From an optimization exercise on the open Yosys and OpenROAD flow, aimed at small area; shortcuts taken in it are not production practice. At most, simulation tests tie the RTL to the original design; equivalence was not proved. Only the layout flow was run in runs 2 and 3; the RTL was not checked for function there. Power figures rest on the tool's default switching activity, not on a simulated workload.

<file path="flow/run.sh">
#!/bin/bash
# synth_recipe.tcl (not shown) runs the flow's synth.tcl, then flattens the netlist and writes it again
# the make line also repeats each setting of config.mk as NAME=value (left out here)
make -C /OpenROAD-flow-scripts/flow DESIGN_CONFIG=/design/flow/config.mk WORK_HOME=/design/flow/orfs CLKGATE_MAP_FILE= SYNTH_SCRIPT=/design/flow/synth_recipe.tcl finish
</file>
<file path="flow/config.mk">
export PLATFORM = sky130hd
export DESIGN_NAME = apb_slave
export DESIGN_NICKNAME = apb_slave
export VERILOG_FILES = /design/flow/design.v
export SDC_FILE = /design/flow/constraint.sdc
export NUM_CORES = 8
export LEC_CHECK = 0
export CAP_MARGIN = 30
export CORE_MARGIN = 2
export CORE_UTILIZATION = 40
export CTS_CLUSTER_DIAMETER = 100
export CTS_CLUSTER_SIZE = 24
export MAX_ROUTING_LAYER = met5
export SLEW_MARGIN = 30
export SYNTH_HIERARCHICAL = 1
</file>
<file path="flow/constraint.sdc">
create_clock -name core_clock -period 12.0 [get_ports {clk}]
set_input_delay 2.4000 -clock core_clock [delete_from_list [all_inputs] [get_ports {clk}]]
set_output_delay 2.4000 -clock core_clock [all_outputs]
set_load 0.01 [all_outputs]
</file>
<file path="flow/design.v">
`timescale 1ns/1ps
module apb_slave_ins (qb, h, e1, x1, e2, x2, y);
    input  qb, h, e1, x1, e2, x2;
    output y;
    assign y = ~((qb & h) | (e1 & x1) | (e2 & x2));
endmodule
module apb_slave_rd3 (q, s, y);
    input  [2:0] q, s;
    output       y;
    assign y = ~|(q & s);
endmodule
module apb_slave_rcol (q, s, y);
    input  [255:0] q, s;
    output         y;
    wire   [85:0]  n;
    genvar g;
    generate
        for (g = 0; g < 85; g = g + 1) begin : g_rd
            apb_slave_rd3 u_rd3 (.q(q[3*g+2:3*g]), .s(s[3*g+2:3*g]), .y(n[g]));
        end
    endgenerate
    assign n[85] = ~(q[255] & s[255]);
    assign y = ~&n;
endmodule
module apb_slave (clk,
                  rst,
                  p_sel,
                  p_en,
                  p_write,
                  addr,
                  rdata,
                  wdata,
                  p_ready);
    input clk,rst,p_sel,p_write,p_en;
    input       [7:0]   addr;
    input       [31:0]  wdata;
    output reg  [31:0]  rdata;
    output reg          p_ready;
    wire acc = p_sel & p_en;
    wire wr  = acc & p_write;
    wire rd  = acc & ~p_write;
    reg [1:0] ph;
    always @(posedge clk or negedge rst) begin
        if (!rst) ph <= 2'd0;
        else      ph <= ph + 2'd1;
    end
    wire dir = wr & (addr[0] ^ ph[0]);
    wire dfr = wr & ~(addr[0] ^ ph[0]);
    reg        pv;            
    reg [7:0]  pa;            
    reg [31:0] pd;            
    always @(posedge clk or negedge rst) begin
        if (!rst) pv <= 1'b0;
        else      pv <= dfr;
    end
    always @(posedge clk) begin
        pa <= addr;
        pd <= wdata;
    end
    wire [31:0] x1 = wdata ^ {32{ph[1]}};
    wire [31:0] x2 = pd    ^ {32{ph[1]}};
    wire [127:0] dec_a = 128'd1 << addr[7:1];
    wire [127:0] dec_p = 128'd1 << pa[7:1];
    wire [127:0] e1 = dec_a & {128{dir}};
    wire [127:0] e2 = dec_p & {128{pv}} & ~e1;
    reg [1:0] cnt;
    always @(posedge clk or negedge rst) begin
        if (!rst)         cnt <= 2'd0;
        else if (!cnt[1]) cnt <= cnt + 2'd1;
    end
    wire [127:0] h  = ~(e1 | e2) & {128{cnt[1]}};
    wire ina = ~(addr[0] ^ ph[0]);      
    wire [255:0] rsel;
    wire [255:0] cq [0:31];
    genvar r, b;
    generate
        for (r = 0; r < 128; r = r + 1) begin : g_ring
            reg  [31:0] qa, qb;
            wire [31:0] na;
            for (b = 0; b < 32; b = b + 1) begin : g_bit
                apb_slave_ins u_ins (.qb(qb[b]), .h(h[r]), .e1(e1[r]), .x1(x1[b]),
                                     .e2(e2[r]), .x2(x2[b]), .y(na[b]));
                assign cq[b][2*r]   = qa[b];
                assign cq[b][2*r+1] = qb[b];
            end
            always @(posedge clk) begin
                qa <= na;
                qb <= qa;
            end
            assign rsel[2*r]   = dec_a[r] &  ina;
            assign rsel[2*r+1] = dec_a[r] & ~ina;
        end
    endgenerate
    wire [31:0] tree;
    generate
        for (b = 0; b < 32; b = b + 1) begin : g_rcol
            apb_slave_rcol u_rcol (.q(cq[b]), .s(rsel), .y(tree[b]));
        end
    endgenerate
    wire vsel = cnt[1] | (cnt[0] & ina);
    wire pol  = ph[1] ^ (ph[0] & addr[0]);
    wire fwd  = pv & (pa == addr);
    wire [31:0] rval = fwd ? pd : ({32{vsel}} & (tree ^ {32{pol}}));
    always @(posedge clk or negedge rst) begin
        if (!rst) begin
            p_ready <= 1'b0;
            rdata   <= 32'd0;
        end else begin
            p_ready <= acc;
            if (rd) rdata <= rval;
        end
    end
endmodule
</file>
==> summary.txt, run 1 <==
Cells and area
  – Post-route cell area: 0.282 sq mm
  – Nets@finish: 18798
  – Commonest non-fill, non-tap cell in the layout: dfxtp_1
  – Layout cell share with drive strength beyond 1: 12.5%
  – Layout filler cell count: 55056
  – Post-Layout Cell Count: 26967
  – Most frequent cells in the layout: dfxtp_1 (8232), a222oi_1 (6816), buf_4 (877), nand4_1 (675), nor2_2 (404)
  – Fin util: 45.8%
  – Area delta synth->final: 14.3%

Timing
  – Post-layout minimum cycle time: 8.33 ns
  – Setup Skew: 0.161 ns
  – RSZ-0062 raised after global routing: false
  – Final Max Slew Viols: 0
  – F_max: 0.120 GHz
  – Slew headroom: 11.2%
  – Final Hold Viols: 0
  – Period utilization: 69.5%
  – Final setup vio count: 0
  – Setup WS post-layout: 3.67 ns
  – Least-Margin Pin Slew: 1.33 ns
  – Total negative slack: 0 ns
  – Hold Worst Slack: 0.291 ns

Detailed routing
  – Total Wirelength: 1290000 um
  – DRC: 0
  – 1st-iter DRT viols: 72749
  – Via count: 222800
  – Via/cell ratio: 8.26
  – Final ANT Viol Nets: 0
  – First drt pass iteration count: 28
  – Avg WL per Cell: 47.7 um

Synth
  – Ys async rst share: 0.459%
  – Synthesized Nets: 17407
  – EDFF count, synth: 0
  – Sequential-to-total area share from yosys stat: 67.2%
  – Mapped Cells: 17361
  – Synth warnings: 7
  – Post-synthesis cell area: 0.247 sq mm
  – Predominant post-synthesis flop cell: dfxtp_1
  – Mean post-synth cell area: 14.2 sq um
  – Flops & latches, synth: 8270
  – Unique masters post-synth: 45

Floorplanning
  – Die area: 0.623 sq mm
  – Die Ht: 789 um
  – Die Wd: 789 um
  – Initial Util: 40.1%
  – # IOs: 78
  – Core Area: 0.615 sq mm
  – Num rows: 288

Setup path
  – Crit path required time: 12.98 ns
  – Setup crit end kind: flop
  – Crit Path Category: input pin to flop
  – Crit path DAT: 9.31 ns
  – Crit path max fanout: 32
  – Setup crit start kind: input pin
  – R2r setup slk: 5.61 ns

Power
  – Pleak: 100 nW
  – Max VDD drop: 137 uV
  – Pwr Density: 163 mW/mm^2
  – Total power: 45.8 mW

Clock tree
  – CTS tree: yes
  – Cts hold-fix bufs: 0
  – Clock Latency Late Sink: 1.16 ns
  – Clk slew on worst S/H paths: 0.11 ns
  – Num CTS Buffers: 386
  – CTS sink count: 8270
  – Clock buffer depth: 4
  – Post-CTS Setup Bufs: 0
  – Resized Gates After CTS: 0
  – H-tree depth: 5
  – Clk root buf: clkbuf_16

Placed design
  – Pre-CTS setup slack: 3.06 ns
  – IO Port Bufs: 77
  – Post-DP HPWL: 780000 um
  – Placed cells: 26419
  – Dpl cell area: 0.270 sq mm
  – Gpl congestion: 1.02

Global routing
  – First-pass GRT wire length: 1730000 um
  – Grt ovf: 0
  – Initial antenna violation count: 102
  – Total GRT Usage: 38.7%
  – Pin count of the biggest net entering global routing: 105
  – Vias in the first global route: 201289

Job
  – # Max-Cap Violations: 0

Hold path
  – HP Class: flop to flop

Status
  – Outcome: timing/DRC/antenna clean
[state kept, by name, indices dropped and copies added, names as in the netlist]
signal	cells
g_ring.qb	4096
pv	1
pa	8
p_ready	1
cnt	2
rdata	32
ph	2
pd	32
g_ring.qa	4096
[Yosys stat by module, one instance, submodules excluded]
module | cells inside | area (sq um)
apb_slave_ins | 1 | 10.0
apb_slave | 9617 | 172000
apb_slave_rd3 | 1 | 10.0
apb_slave_rcol | 29 | 193
[synthesized netlist by cell type (3+ instances only)]
master | instances | area share (%)
a2111oi_2 | 32 | 0.19
a222oi_1 | 6816 | 28
and3b_1 | 3 | 0.011
and4_1 | 36 | 0.13
and4b_1 | 8 | 0.032
buf_1 | 8 | 0.012
buf_2 | 54 | 0.11
buf_4 | 4 | 0.012
clkbuf_1 | 53 | 0.081
dfrtp_1 | 38 | 0.39
dfxtp_1 | 8232 | 67
inv_1 | 34 | 0.052
nand2_1 | 351 | 0.53
nand2b_1 | 7 | 0.018
nand3_1 | 11 | 0.022
nand4_1 | 675 | 1.7
nand4b_1 | 4 | 0.014
nor2_1 | 587 | 0.89
nor2b_1 | 5 | 0.013
nor3_1 | 28 | 0.057
nor3b_1 | 34 | 0.10
nor3b_2 | 3 | 0.015
nor4_1 | 96 | 0.24
nor4b_2 | 6 | 0.037
nor4bb_1 | 8 | 0.032
o221ai_1 | 32 | 0.11
or2_2 | 6 | 0.015
or4_1 | 64 | 0.19
xnor2_1 | 36 | 0.13
xor2_1 | 71 | 0.25
[critical path: stages]
cell,delay (ns)
clkdlybuf4s50_1,0.96
buf_4,0.37
nor2_1,0.06
buf_4,0.19
nand2_4,0.19
buf_4,0.77
nor2_4,0.06
buf_4,0.31
a222oi_1,0.73
nand4_1,0.53
or4_1,0.89
nor4_2,1.11
nand4_1,0.21
xnor2_1,0.28
o221ai_1,0.14
[final timing paths]
check                                         start                        to  cells after the start
max in group asynchronous                       rst          cnt[1]$_DFF_PN0_                      2
min in group asynchronous                       rst         p_ready$_DFF_PN0_                      2
setup reg to reg                    ph[0]$_DFF_PN0_     rdata[19]$_DFFE_PN0P_                     13
hold reg to reg            g_ring[78].qa[2]$_DFF_P_  g_ring[78].qb[2]$_DFF_P_                      0
setup / recovery                            addr[6]     rdata[19]$_DFFE_PN0P_                     15
hold / removal             g_ring[78].qa[2]$_DFF_P_  g_ring[78].qb[2]$_DFF_P_                      0
[cell type report]
type | instances | area (sq um) | share of cell area [%]
sequential | 8270 | 166000 | 58.8
multi-input combinational | 8936 | 85100 | 30.2
tap | 8120 | 10200 | 3.61
timing repair buffer | 1124 | 10100 | 3.60
clock buffer | 398 | 9820 | 3.48
clock inverter | 29 | 552 | 0.196
antenna | 56 | 140 | 0.0497
inverter | 34 | 129 | 0.0457
[per-layer routing]
| layer | track usage (%) | vias to the layer above | part of all wire (%) |
|---|---|---|---|
| met5 | 0.847 | - | 0.084 |
| met4 | 26.0 | 72 | 8.8 |
| met3 | 18.0 | 3707 | 18 |
| met2 | 51.8 | 21538 | 38 |
| met1 | 49.1 | 112626 | 34 |
| li1 | - | 84857 | - |
[power by group]
part           switching [mW]  total [mW]  internal [mW]  leakage [nW]
Clock                    9.03        15.0           5.94          5.06
Combinational            1.67        2.25          0.575          23.7
Sequential              0.525        28.6           28.1          71.5
Total                    11.2        45.8           34.6           100
[kinds of logic (layout without fill, tap and decap cells)]
family	Yosys count	after routing	synth area share (%)
adder cells (fa/ha/maj)	1	1	0.00507
AO/OA/AOI/OAI	6882	6882	28.0
other	0	56	0
AND/OR/NAND/NOR	1946	1946	4.13
flip-flops	8270	8270	67.2
buffers and inverters	155	1585	0.273
XOR/XNOR	107	107	0.380
==> run 2, diff against run 1 <==
==> flow/design.v (replaced) <==
`timescale 1ns/1ps
module apb_slave_hold (q, h, e, d, y);
    input  q, h, e, d;
    output y;
    assign y = (q & h) | (e & d);
endmodule
module apb_slave_rd3 (q, s, y);
    input  [2:0] q, s;
    output       y;
    assign y = ~|(q & s);
endmodule
module apb_slave_rcol (q, s, y);
    input  [255:0] q, s;
    output         y;
    wire   [85:0]  n;
    genvar g;
    generate
        for (g = 0; g < 85; g = g + 1) begin : g_rd
            apb_slave_rd3 u_rd3 (.q(q[3*g+2:3*g]), .s(s[3*g+2:3*g]), .y(n[g]));
        end
    endgenerate
    assign n[85] = ~(q[255] & s[255]);
    assign y = ~&n;
endmodule
module apb_slave (clk,
                  rst,
                  p_sel,
                  p_en,
                  p_write,
                  addr,
                  rdata,
                  wdata,
                  p_ready);
    input clk,rst,p_sel,p_write,p_en;
    input       [7:0]   addr;
    input       [31:0]  wdata;
    output reg  [31:0]  rdata;
    output reg          p_ready;
    wire acc = p_sel & p_en;
    wire wr  = acc & p_write;
    wire rd  = acc & ~p_write;
    reg  [255:0] valid;
    wire [15:0] lo  = 16'd1 << addr[3:0];
    wire [15:0] hi  = 16'd1 << addr[7:4];
    wire [15:0] wlo = lo & {16{wr}};
    wire [255:0] we, hold, rsel;
    genvar w, b;
    generate
        for (w = 0; w < 256; w = w + 1) begin : g_dec
            assign we[w]   = hi[w/16] & wlo[w%16];
            assign hold[w] = ~we[w];
            assign rsel[w] = hi[w/16] & lo[w%16] & valid[w];
        end
    endgenerate
    always @(posedge clk or negedge rst) begin
        if (!rst) valid <= 256'd0;
        else      valid <= valid | we;
    end
    wire [255:0] col [0:31];
    generate
        for (w = 0; w < 256; w = w + 1) begin : g_word
            reg  [31:0] q;
            wire [31:0] nxt;
            for (b = 0; b < 32; b = b + 1) begin : g_bit
                apb_slave_hold u_hold (.q(q[b]), .h(hold[w]), .e(we[w]),
                                       .d(wdata[b]), .y(nxt[b]));
                assign col[b][w] = q[b];
            end
            always @(posedge clk)
                q <= nxt;
        end
    endgenerate
    wire [31:0] rword;
    generate
        for (b = 0; b < 32; b = b + 1) begin : g_rcol
            apb_slave_rcol u_rcol (.q(col[b]), .s(rsel), .y(rword[b]));
        end
    endgenerate
    always @(posedge clk or negedge rst) begin
        if (!rst) begin
            p_ready <= 1'b0;
            rdata   <= 32'd0;
        end else begin
            p_ready <= acc;
            if (rd) rdata <= rword;
        end
    end
endmodule
==> flow/config.mk (replaced) <==
export PLATFORM = sky130hd
export DESIGN_NAME = apb_slave
export DESIGN_NICKNAME = apb_slave
export VERILOG_FILES = /design/flow/design.v
export SDC_FILE = /design/flow/constraint.sdc
export NUM_CORES = 8
export LEC_CHECK = 0
export CAP_MARGIN = 20
export CORE_MARGIN = 2
export CORE_UTILIZATION = 60
export MAX_ROUTING_LAYER = met4
export SLEW_MARGIN = 20
export SYNTH_HIERARCHICAL = 1
==> run 2 against run 1 <==
  * Still clean on timing, DRC and antenna
  * Clock-buffer cell count grew 832
  * Critical path depth decreased by 4
  * Global-route usage increased by 8.7 points
  * Flip-flop and latch count rose by 211
  * Non-clock buffer count shrank 196
  * Synthesized cell count up 25%
  * Clock power is 75% higher
  * Via count is 9.3% higher
  * Clock skew shrank 0.13 ns
  * Cell count up 12%
  * Critical path type unchanged
  * Critical endpoint is now rdata[17]$_DFFE_PN0P_
  * Largest cell class unchanged
  * Largest power group unchanged
==> summary.txt, run 2 <==
Power
  – Internal: 44.2 mW (+28%)
  – Clk pwr share: 46.4% (+14 points)
  – Part of the power in combinational logic: 2.7% (-2.2 points)
  – Reg power frac: 50.9% (-12 points)
  – Max VDD drop: 173 uV (+27%)
  – Psw: 12.6 mW (+12%)
  – Switching share of power: 22.1% (-2.4 points)
  – Pwr Density: 172 mW/mm^2 (+5.7%)
  – Total power: 56.7 mW (+24%)
  – Pleak: 126 nW (+26%)

Synth
  – Flops & latches, synth: 8481 (+2.6%)
  – EDFF count, synth: 0 (unchanged)
  – Mapped Cells: 21771 (+25%)
  – Predominant post-synthesis flop cell: dfxtp_1
  – Synth top cells by count: a22o_1 (8192), dfxtp_1 (8192), a222oi_1 (2720), nand4_1 (673), dfrtp_1 (289)
  – Ys async rst share: 3.41% (+2.9 points)
  – Synthesized Nets: 21816 (+25%)
  – Post-synth top area share: 57.3% (-9.5 points)
  – Synth warnings: 7 (unchanged)
  – Largest area contributor in the netlist: dfxtp_1
  – Sequential-to-total area share from yosys stat: 59.8% (-7.4 points)
  – Top post-synthesis cells by area: dfxtp_1 (57%), a22o_1 (25%), a222oi_1 (9.5%), dfrtp_1 (2.5%), nand4_1 (1.5%)
  – Mean post-synth cell area: 13.1 sq um (-7.5%)
  – Post-synthesis cell area: 0.286 sq mm (+16%)
  – Unique masters post-synth: 33 (-27%)

Clock tree
  – Num CTS Buffers: 803 (+110%)
  – CTS tree: yes
  – Cts hold-fix bufs: 0 (unchanged)
  – Resized Gates After CTS: 0 (unchanged)
  – Clk root buf: clkbuf_16
  – CTS sink count: 8481 (+2.6%)
  – Post-CTS Setup Bufs: 0 (unchanged)
  – H-tree depth: 6 (+1)
  – Clock buffer depth: 4 (unchanged)
  – Clk slew on worst S/H paths: 0.06 ns (-0.05 ns)
  – Clock Latency Late Sink: 1.16 ns (about the same)

Setup path
  – Crit Path Category: input pin to flop
  – Setup crit start kind: input pin
  – Crit path DAT: 8.21 ns (-1.10 ns)
  – CP max stage delay: 1.10 ns (about the same)
  – Critical Path, Cell by Cell: buf_2 -> and4bb_2 -> buf_4 -> and3_1 -> buf_4 -> a222oi_1 -> nand4_1 -> or4_1 -> nor4_2 -> nand4_1 -> mux2_2
  – Cell class contributing the biggest share of worst-path delay: simple AND/OR/NAND/NOR gates
  – Crit path buf inv count: 3 (-2)
  – Setup crit end kind: flop
  – Slowest cell on crit path: nor4_2
  – Crit path required time: 13.03 ns (+0.05 ns)
  – Crit path max fanout: 48 (+50%)

Cells and area
  – Post-route cell area: 0.330 sq mm (+17%)
  – Layout filler cell count: 34549 (-37%)
  – Area delta synth->final: 15.4%
  – Nets@finish: 23223 (+24%)
  – Max FFs per register: 8192
  – Most frequent cells in the layout: a22o_1 (8192), dfxtp_1 (8192), a222oi_1 (2720), clkbuf_16 (835), buf_4 (829)
  – Largest regs: g_word.q x8192, valid x256, rdata x32
  – Largest Register: g_word.q
  – Layout cell share with drive strength beyond 1: 13.3% (+0.84 points)

Placed design
  – Dpl cell area: 0.303 sq mm (+12%)
  – Gpl congestion: 0.974 (-4.7%)
  – Post-DP HPWL: 675000 um (-13%)
  – Pre-CTS setup slack: 4.04 ns (+0.981 ns)
  – IO Port Bufs: 77 (unchanged)

Global routing
  – Initial antenna violation count: 76 (-25%)
  – Total GRT Usage: 47.4% (+8.7 points)
  – Grt ovf: 0 (unchanged)
  – Pin count of the biggest net entering global routing: 149 (+42%)
  – First-pass GRT wire length: 1660000 um (-4.2%)
  – Vias in the first global route: 225360 (+12%)

Timing
  – Setup Skew: 0.0326 ns (-0.129 ns)
  – Slew headroom: 7.42% (-3.8 points)
  – Least-Margin Pin Slew: 1.38 ns (+0.0453 ns)
  – Total negative slack: 0 ns (unchanged)
  – F_max: 0.139 GHz (+16%)
  – Hold Worst Slack: 0.456 ns (+0.165 ns)
  – Final setup vio count: 0 (unchanged)
  – Setup WS post-layout: 4.82 ns (+1.15 ns)
  – Final Hold Viols: 0 (unchanged)
  – Post-layout minimum cycle time: 7.18 ns (-1.15 ns)
  – Final Max Slew Viols: 0 (unchanged)
  – RSZ-0062 raised after global routing: false
  – Period utilization: 59.8% (-9.6 points)

Detailed routing
  – Via/cell ratio: 8.07 (-2.3%)
  – 1st-iter DRT viols: 47080 (-35%)
  – Via count: 243567 (+9.3%)
  – Final ANT Viol Nets: 0 (unchanged)
  – Total Wirelength: 1170000 um (-8.9%)
  – DRC: 0 (unchanged)
  – Avg WL per Cell: 38.8 um (-19%)
  – First drt pass iteration count: 22 (-21%)

Floorplanning
  – Num rows: 253 (-12%)
  – Die Wd: 695 um (-12%)
  – # IOs: 78 (unchanged)
  – Die Ht: 695 um (-12%)
  – Core Area: 0.475 sq mm (-23%)
  – Die area: 0.482 sq mm (-23%)
  – Initial Util: 60.3% (+20 points)

Hold path
  – HP Class: flop to flop

Job
  – # Max-Cap Violations: 0 (unchanged)

Status
  – Outcome: timing/DRC/antenna clean
-- run 2: changes by cell type in the layout (fill, tap and decap cells not counted), sizes merged, moves of 256 or more --
cell / delta
and3: +256
nor2: -587
a222oi: -4096
clkbuf: +833
nand2: -319
a22o: +8192
-- run 2: stage by stage --
stage / std cells / util, %
final: 30171 / 69.6
after CTS: 30098 / 69.5
after global routing: 30155 / 69.6
after floorplan: 21771 / -
after detailed placement: 28613 / 63.7
after global placement: 28612 / 63.7
-- run 2: kinds of logic (layout without fill, tap and decap cells) --
logic type | count (synthesis) | in the layout | share of synthesized area, %
other | 0 | 66 | 0
and+or+nand+nor | 1732 | 1732 | 3.87
AOI/OAI and AO/OA | 11200 | 11200 | 35.5
muxes | 32 | 32 | 0.126
DFF | 8481 | 8481 | 59.8
buffers and inverters | 326 | 2413 | 0.625
-- run 2: per-module statistics from Yosys, one instance, submodules excluded --
module,copies in the design,flops+latches,cells
apb_slave_hold,8192,0,1
apb_slave,1,8481,9931
apb_slave_rcol,32,0,29
apb_slave_rd3,2720,0,1
-- run 2: power groups by stage --
stage,combinational [mW],clock [mW],sequential (mW)
finish,1.54,26.3,28.9
global route,1.56,27.4,28.9
CTS,1.47,26.3,28.9
detailed placement,1.47,0,29.5
global placement,1.44,0,29.5
floorplan,0.562,0,29.4
-- run 2: worst paths after layout --
kind	startpoint	end	slack, ns	depth (start not counted)
worst max register to register	valid[192]$_DFF_PN0_	rdata[17]$_DFFE_PN0P_	7.33	8
min in group asynchronous	rst	valid[161]$_DFF_PN0_	1.29	1
worst max-delay path	addr[4]	rdata[17]$_DFFE_PN0P_	4.82	11
max in group asynchronous	rst	valid[214]$_DFF_PN0_	8.07	3
worst min-delay path	valid[136]$_DFF_PN0_	valid[136]$_DFF_PN0_	0.46	1
worst min register to register	valid[136]$_DFF_PN0_	valid[136]$_DFF_PN0_	0.46	1
-- run 2: worst register-to-register path: stages, from the launching register on --
cell      delay [ns]
dfrtp_1         0.37
and3_1          0.28
buf_4           0.29
a222oi_1        0.69
nand4_1         0.45
or4_1           0.86
nor4_2          1.10
nand4_1         0.18
mux2_2          0.33
-- run 2: per-layer routing --
metal	vias to the layer above	GRT usage [%]	part of all wire (%)	wire length [um]
met1	122123	60.8	37	435000
met3	3229	16.1	15	174000
met4	0	29.7	7.5	88000
li1	99731	-	-	-
met5	-	-	0	0
met2	18484	63.7	40	474000
-- run 2: area by class of cell --
cell class	count	area, sq um	share of cell area [%]
repair buffers	928	7500	2.27
flip-flops and latches	8481	171000	51.8
well taps	6247	7820	2.37
clock buffers	1230	24400	7.40
diodes	66	165	0.0500
clock inverters	255	2850	0.861
multi-input cells	12964	116000	35.2
==> run 3, diff against run 2 <==
==> flow/design.v (replaced) <==
`timescale 1ns/1ps
module apb_slave (clk,
                  rst,
                  p_sel,
                  p_en,
                  p_write,
                  addr,
                  rdata,
                  wdata,
                  p_ready);
    input clk,rst,p_sel,p_write,p_en;
    input       [8-1:0]   addr;
    input       [32-1:0]   wdata;
    output reg  [32-1:0]   rdata;
    output reg                  p_ready;
    reg [32-1:0] ram [0:2**8-1];
    integer i;
    always @ (posedge clk or negedge rst)
    begin
        if(!rst) 
        begin
            p_ready <= 0;
            rdata <= 0;
            for(i=0;i<2**8;i=i+1)    ram[i] <= 0;
        end
        else if (p_sel && p_en) 
        begin
            if(p_write) ram[addr] <= wdata;
            else        rdata <= ram[addr];
            p_ready <= 1;
        end
        else    p_ready <= 0;
    end
endmodule
==> flow/config.mk (replaced) <==
export PLATFORM = sky130hd
export DESIGN_NAME = apb_slave
export DESIGN_NICKNAME = apb_slave
export VERILOG_FILES = /design/flow/design.v
export SDC_FILE = /design/flow/constraint.sdc
export NUM_CORES = 8
export LEC_CHECK = 0
export CAP_MARGIN = 35
export CORE_AREA = 2.3 2.72 847.7 845.92
export DIE_AREA = 0 0 850 850
export MAX_ROUTING_LAYER = met4
export SLEW_MARGIN = 35
==> run 3 against run 2 <==
  * Register-to-register slack got worse by 0.29 ns
  * Non-clock buffer count increased by 781
  * Via count is 20% higher
  * Still clean
  * Total power grew 4.9%
  * Cell count rose by 23%
  * Clock-buffer cell count grew 96
  * Global-route usage is 13 points higher
  * Sequential share of layout area fell by 1.9 points
  * Worst setup slack got worse by 1.9 ns
  * Die area increased by 50%
  * Hold slack improved by 0.030 ns
  * Design area is 25% higher
==> summary.txt, run 3 <==
Setup path
  – Crit path DAT: 10.26 ns (+2.05 ns)
  – Crit path required time: 13.16 ns (+0.13 ns)
  – R2R Path End: rdata[13]$_DFFE_PN0P_
  – Setup crit end kind: flop
  – Crit path max fanout: 39 (-19%)
  – Crit path to: rdata[13]$_DFFE_PN0P_
  – Worst R2R Start: ram[142][13]$_DFFE_PN0P_
  – Worst reg-to-reg path cell count: 8 (unchanged)
  – Crit Path Category: input pin to flop
  – CP Launch Point: addr[0]
  – R2r setup slk: 7.04 ns (-0.29 ns)
  – Setup crit start kind: input pin

Placed design
  – Placed cells: 34725 (+21%)
  – Post-DP HPWL: 1430000 um (+110%)
  – Pre-CTS setup slack: 2.65 ns (-1.39 ns)
  – IO Port Bufs: 77 (unchanged)
  – Dpl cell area: 0.379 sq mm (+25%)
  – Gpl congestion: 1.15 (+18%)

Floorplanning
  – Die Ht: 850 um (+22%)
  – Die Wd: 850 um (+22%)
  – Core Area: 0.713 sq mm (+50%)
  – Num rows: 310 (+23%)
  – # IOs: 78 (unchanged)
  – Initial Util: 50.2% (-10 points)
  – Die area: 0.723 sq mm (+50%)

Power
  – Switching share of power: 25.0% (+2.9 points)
  – Part of the power in combinational logic: 4.8% (+2.1 points)
  – Clk pwr share: 47.2% (+0.8 points)
  – Pwr Density: 145 mW/mm^2 (-16%)
  – Internal: 44.6 mW (+1.0%)
  – Pleak: 194 nW (+54%)
  – Reg power frac: 48.0% (-2.9 points)
  – Max VDD drop: 179 uV (+3.0%)
  – Total power: 59.5 mW (+4.9%)
  – Psw: 14.9 mW (+19%)

Synth
  – Synthesized Nets: 26378 (+21%)
  – Sequential-to-total area share from yosys stat: 57.5% (-2.3 points)
  – EDFF count, synth: 0 (unchanged)
  – Mean post-synth cell area: 13.6 sq um (+3.4%)
  – Largest area contributor in the netlist: dfrtp_1
  – Post-synthesis cell area: 0.358 sq mm (+25%)
  – Post-synth top area share: 57.5% (+0.20 points)
  – Count leader, synth: dfrtp_1
  – Synth warnings: 2 (-5)
  – Synth top cells by count: dfrtp_1 (8225), mux2_2 (8078), a22oi_1 (3086), clkbuf_1 (1654), buf_2 (782)
  – Mapped Cells: 26333 (+21%)
  – Ys async rst share: 100% (+97 points)
  – Top post-synthesis cells by area: dfrtp_1 (58%), mux2_2 (25%), a22oi_1 (6.5%), clkbuf_1 (1.7%), a22o_1 (1.1%)
  – Flops & latches, synth: 8225 (-3.0%)
  – Unique masters post-synth: 70 (+110%)
  – Predominant post-synthesis flop cell: dfrtp_1

Clock tree
  – Clk root buf: clkbuf_16
  – Clk slew on worst S/H paths: 0.06 ns (about the same)
  – Num CTS Buffers: 869 (+8.2%)
  – Clock Latency Late Sink: 1.33 ns (+0.17 ns)
  – CTS tree: yes
  – Cts hold-fix bufs: 0 (unchanged)
  – Clock buffer depth: 4 (unchanged)
  – CTS sink count: 8225 (-3.0%)
  – Post-CTS Setup Bufs: 0 (unchanged)
  – Resized Gates After CTS: 0 (unchanged)
  – H-tree depth: 6 (unchanged)

Cells and area
  – Fin util: 57.8% (-12 points)
  – Largest Register: ram
  – Layout cell share with drive strength beyond 1: 44.4% (+31 points)
  – Commonest non-fill, non-tap cell in the layout: dfrtp_1
  – Nets@finish: 26197 (+13%)
  – Layout filler cell count: 57568 (+67%)
  – Post-route cell area: 0.412 sq mm (+25%)
  – Max FFs per register: 8192 (unchanged)
  – Post-Layout Cell Count: 37128 (+23%)
  – Most frequent cells in the layout: dfrtp_1 (8224), mux2_2 (8078), a22oi_1 (3086), buf_4 (1244), clkbuf_16 (880)
  – Largest regs: ram x8192, rdata x32, p_ready x1
  – Area delta synth->final: 15.1%

Hold path
  – HP Class: flop to flop

Global routing
  – Initial antenna violation count: 492 (+550%)
  – Total GRT Usage: 60.2% (+13 points)
  – Pin count of the biggest net entering global routing: 161 (+8.1%)
  – Vias in the first global route: 262086 (+16%)
  – Grt ovf: 0 (unchanged)
  – First-pass GRT wire length: 2760000 um (+66%)

Timing
  – Hold Worst Slack: 0.486 ns (+0.0301 ns)
  – Total negative slack: 0 ns (unchanged)
  – Setup Skew: 0.0656 ns (+0.0330 ns)
  – Final Max Slew Viols: 0 (unchanged)
  – Setup WS post-layout: 2.90 ns (-1.92 ns)
  – Slew headroom: 16.3% (+8.8 points)
  – Final setup vio count: 0 (unchanged)
  – Least-Margin Pin Slew: 1.26 ns (-0.121 ns)
  – Post-layout minimum cycle time: 9.10 ns (+1.92 ns)
  – F_max: 0.110 GHz (-21%)
  – RSZ-0062 raised after global routing: false
  – Period utilization: 75.9% (+16 points)
  – Final Hold Viols: 0 (unchanged)

Detailed routing
  – 1st-iter DRT viols: 59242 (+26%)
  – Via/cell ratio: 7.89 (-2.2%)
  – Avg WL per Cell: 58.4 um (+51%)
  – First drt pass iteration count: 10 (-55%)
  – DRC: 0 (unchanged)
  – Via count: 293102 (+20%)
  – Total Wirelength: 2170000 um (+85%)
  – Final ANT Viol Nets: 0 (unchanged)

Status
  – Outcome: timing/DRC/antenna clean

Job
  – # Max-Cap Violations: 0 (unchanged)
[run 3: cell types whose count changed after synthesis, sizes merged, moves of 256 or more]
cell | previous run | this run
buf | 207 | 1107
a22oi | 0 | 3086
mux2 | 32 | 8192
clkbuf | 119 | 1654
nor2 | 0 | 423
nand4 | 674 | 318
a22o | 8192 | 451
o22ai | 0 | 504
a222oi | 2720 | 123
a31o | 256 | 0
nand2 | 32 | 520
dfrtp | 289 | 8225
dfxtp | 8192 | 0
a21oi | 0 | 331
[run 3: how the worst min path moves through the flow]
stage	startpoint	endpoint	slack, ns	cells past startpoint
finish	ram[73][28]$_DFFE_PN0P_	ram[73][28]$_DFFE_PN0P_	0.49	1
global route	ram[196][10]$_DFFE_PN0P_	ram[196][10]$_DFFE_PN0P_	0.50	1
CTS	ram[5][3]$_DFFE_PN0P_	ram[5][3]$_DFFE_PN0P_	0.49	1
detailed placement	ram[5][3]$_DFFE_PN0P_	ram[5][3]$_DFFE_PN0P_	0.47	1
global placement	ram[5][29]$_DFFE_PN0P_	ram[5][29]$_DFFE_PN0P_	0.46	1
floorplan	ram[5][29]$_DFFE_PN0P_	ram[5][29]$_DFFE_PN0P_	0.45	1
[run 3: cell type report]
class	count	area, sq um	area share [%]
antenna	737	1840	0.448
clock buffer	1326	26000	6.31
clock inverter	268	3030	0.735
inverter	3	11.3	0.00273
multi-input combinational	15344	146000	35.4
sequential	8225	206000	50.0
tap	9516	11900	2.89
timing repair buffer	1709	17300	4.20
[run 3: kinds of logic (layout without fill, tap and decap cells)]
kind of cell           count (synthesis)  in the layout  synth area share [%]
DFF                                 8225           8225                  57.5
muxes                               8193           8193                  25.8
AOI/OAI and AO/OA                   5009           5009                  10.4
buffers and inverters               2764           3306                  3.28
and+or+nand+nor                     2142           2142                  3.07
other                                  0            737                     0
[run 3: power by group through the flow]
stage	Sequential, mW	Combinational [mW]	Clock [mW]
5_1_grt	28.5	2.84	29.0
3_3_place_gp	29.0	2.62	0
6_report	28.6	2.85	28.1
2_1_floorplan	28.8	0.938	0
4_1_cts	28.5	2.68	27.9
3_5_place_dp	29.0	2.67	0
[run 3: critical path: stages]
cell	delay, ns
buf_2	0.28
buf_4	0.67
or4b_4	0.81
buf_4	0.75
nor2_4	0.30
buf_4	0.43
a22oi_1	0.65
nand3_1	0.63
nor3_1	0.60
and4_1	0.90
nand4_1	0.84
buf_4	0.49
nor3_1	0.23
o21ai_1	0.10
[run 3: metal layers]
layer | global-route usage (%) | share of wire, % | up-vias | wire (um)
li1 | - | - | 99027 | -
met1 | 68.5 | 34 | 155149 | 744000
met2 | 72.3 | 37 | 29558 | 799000
met3 | 37.7 | 18 | 9368 | 381000
met4 | 50.8 | 11 | 0 | 244000
met5 | - | 0 | - | 0

==> port drivers added, routing unchanged <==
How much do the figures lean on ideal ports? The routed layouts below were timed once more, with nothing changed but the port constraints. Step 1: set_driving_cell puts a clkbuf_16 on clk and a buf_2 on each other input, an assumption about the parent block. Step 2 also shifts input and output timing later by t, the mid clock arrival at the registers, as if the neighbouring blocks saw the same clock. Three values: ideal ports, drivers, drivers and shift; two values: the first two.
| run | shift t [ns] | slack for setup (ns) | worst hold slack (ns) | worst setup path after step 2 |
|---|---|---|---|---|
| run 1 | 1.225 | 3.665 / 3.789 / 2.564 | 0.291 / 0.291 / 0.291 | input to register |
| run 2 | 1.280 | 4.820 / 4.911 / 3.632 | 0.456 / 0.456 / 0.456 | input to register |
| run 3 | 1.459 | 2.898 / 3.028 / 1.569 | 0.486 / 0.486 / 0.486 | input to register |
After both steps every run listed still meets setup and hold. The setup slack of run 3, which loses most, moves by +0.130 ns with the drivers and by -1.329 ns with both steps.
